Source: an optimization exercise on an open RTL-to-GDS flow (aim: small area and a short achievable clock period). Production flows keep margins and buffers that such runs may drop.
Only simulation tests tie the RTL to the original design; equivalence was not proved.
No activity file was given, so power comes from the tool's default toggle rates.

## garnet
## saw2sin
module saw2sin
( input  wire        i_clk
, input  wire [15:0] i_saw
, output logic [15:0] o_sin
);
Size in the first run: ~540 cells after synthesis, ~16 flip-flops, about 33 I/O pins, about 4000 um^2 of cells after synthesis.
clock: 70.0 ns
lec_check: 0
abc_area: 1
cap_margin: 20
core_margin: 2
core_utilization: 40
slew_margin: 20
standard.sh (not shown) runs the stock make flow with config.mk's settings and CLKGATE_MAP_FILE= SYNTH_SCRIPT=/design/flow/synth_recipe.tcl, a recipe that flattens the netlist after the stock synthesis.
==> flow/flow/run.sh <==
#!/bin/bash
# Own flow: the standard layout, with one change to synthesis: ABC maps the
# combinational logic with flow/abc_area.script (area-first mapping, then
# sizing) instead of ORFS's abc_area.script.  Everything else, including
# synth_recipe.tcl (-nofsm -noshare, flatten, rename), is the standard flow.
set -euo pipefail
rm -rf scripts_abc
cp -r "$FLOW_HOME/scripts" scripts_abc
cp flow/abc_area.script scripts_abc/abc_area.script
bash standard.sh SCRIPTS_DIR="$PWD/scripts_abc" synth > synth.log 2>&1
bash standard.sh finish > layout.log 2>&1
==> flow/flow/abc_area.script <==
strash
dch
map -a
topo
stime -c
buffer -c
upsize -c
dnsize -c
What harbor does differently from garnet at the input level:
- GPL_TIMING_DRIVEN now 1, previously not set
Results
garnet -> harbor: final area delta 0, exact match. Going from garnet to harbor, met2 wirelength from detailed routing essentially unchanged; storage element area saw little to no change; sequential cell fraction of total power held steady; largest stage delay on the critical path did not really move. Re final wirelength: no difference whatsoever between garnet and harbor. From garnet to harbor, remaining design rule violation count did not move at all. Between garnet and harbor, the proportion of power drawn by the clock network does not differ in any meaningful way.
--- input diff harbor..pepper ---
- a deleted GPL_TIMING_DRIVEN that had been 1
==> flow/flow/abc_area.script <==
strash
dch
map -a
topo
dnsize -c
--- outcome ---
- pepper against harbor: critical path data required time essentially unchanged; via total after detailed routing increased 1.8%; global-route wire length before repair decreased 7.0%; instance count along the most critical hold path essentially unchanged; power consumption decreased about 1.2%.
- Of harbor and pepper, harbor shows the higher xor/xnor cell area share of the yosys netlist, with pepper below it.


## P
Starting RTL as in the previous note.
==> flow/design.v (excerpt) <==
module saw2sin
( input  wire        i_clk
, input  wire [15:0] i_saw
, output logic [15:0] o_sin
);
export LEC_CHECK = 0
export ABC_AREA = 1
export CAP_MARGIN = 20
export CORE_MARGIN = 2
export CORE_UTILIZATION = 40
export SLEW_MARGIN = 20
create_clock -name core_clock -period 70.0 [get_ports {i_clk}]
==> flow/flow/run.sh <==
#!/bin/bash
# Own flow: the standard layout, with one change to synthesis: ABC maps the
# combinational logic with flow/abc_area.script (area-first mapping, then
# sizing) instead of ORFS's abc_area.script.  Everything else, including
# synth_recipe.tcl (-nofsm -noshare, flatten, rename), is the standard flow.
set -euo pipefail
rm -rf scripts_abc
cp -r "$FLOW_HOME/scripts" scripts_abc
cp flow/abc_area.script scripts_abc/abc_area.script
bash standard.sh SCRIPTS_DIR="$PWD/scripts_abc" synth > synth.log 2>&1
bash standard.sh "BUFFER_PORTS_ARGS=-buffer_cell sky130_fd_sc_hd__buf_1" finish > layout.log 2>&1
==> flow/flow/abc_area.script <==
strash
dch
map -a
topo
stime -c
buffer -c
upsize -c
dnsize -c
P reached the final stage; the timing, DRC and antenna checks on its layout passed.
[inputs] Q vs P
-- flow/flow/run.sh --
<<< P, line 11
bash standard.sh "BUFFER_PORTS_ARGS=-buffer_cell sky130_fd_sc_hd__buf_1" finish > layout.log 2>&1
>>> Q, line 11
bash standard.sh "BUFFER_PORTS_ARGS=-buffer_cell sky130_fd_sc_hd__buf_2" finish > layout.log 2>&1
[summary]
- The flow did not stop early for Q: all stages ran, and the layout cleared the timing, DRC and antenna checks.
- Diff Q..P | flip-flop and latch area | unchanged
- The setup slack after layout in Q sits 0.020 ns above the value recorded for P.
- Q reports a higher final routed wirelength across all metal layers than P does.
- Sort P and Q by final-layout fill cell count desc -> top: Q
- P -> Q: cell area increased slightly
- From P to Q the numbers moved as follows: final period demand of the worst path now smaller; cell area after synthesis level; sequential fraction of design power shrank by 0.3 points; path length in cells of the critical path decreased by 2.8% relative to the old numbers.

-- what the ideal ports hide --
How much do the figures lean on ideal ports? The routed layouts below were timed once more, with nothing changed but the port constraints. Step 1, drivers: a clkbuf_16 drives i_clk and a buf_2 each remaining input, both assumed. Step 2, shift: input delay + t, output delay - t, t = (earliest + latest rising clock arrival at the registers) / 2. This alone moves slack from input paths to output paths. a / b / c = ideal / step 1 / step 2; a / b = the first two.
| run | t (ns) | setup WS [ns] | pins driven straight from the clock port |
|---|---|---|---|
| garnet | 0.267 | 48.415 / 48.416 / 48.149 | 1 |
| harbor | 0.267 | 48.415 / 48.416 / 48.149 | 1 |
| pepper | 0.263 | 46.984 / 46.981 / 46.718 | 1 |
| P | 0.259 | 48.612 / 48.615 / 48.357 | 1 |
| Q | 0.269 | 48.632 / 48.635 / 48.366 | 1 |
After both steps every run listed still meets setup and hold.
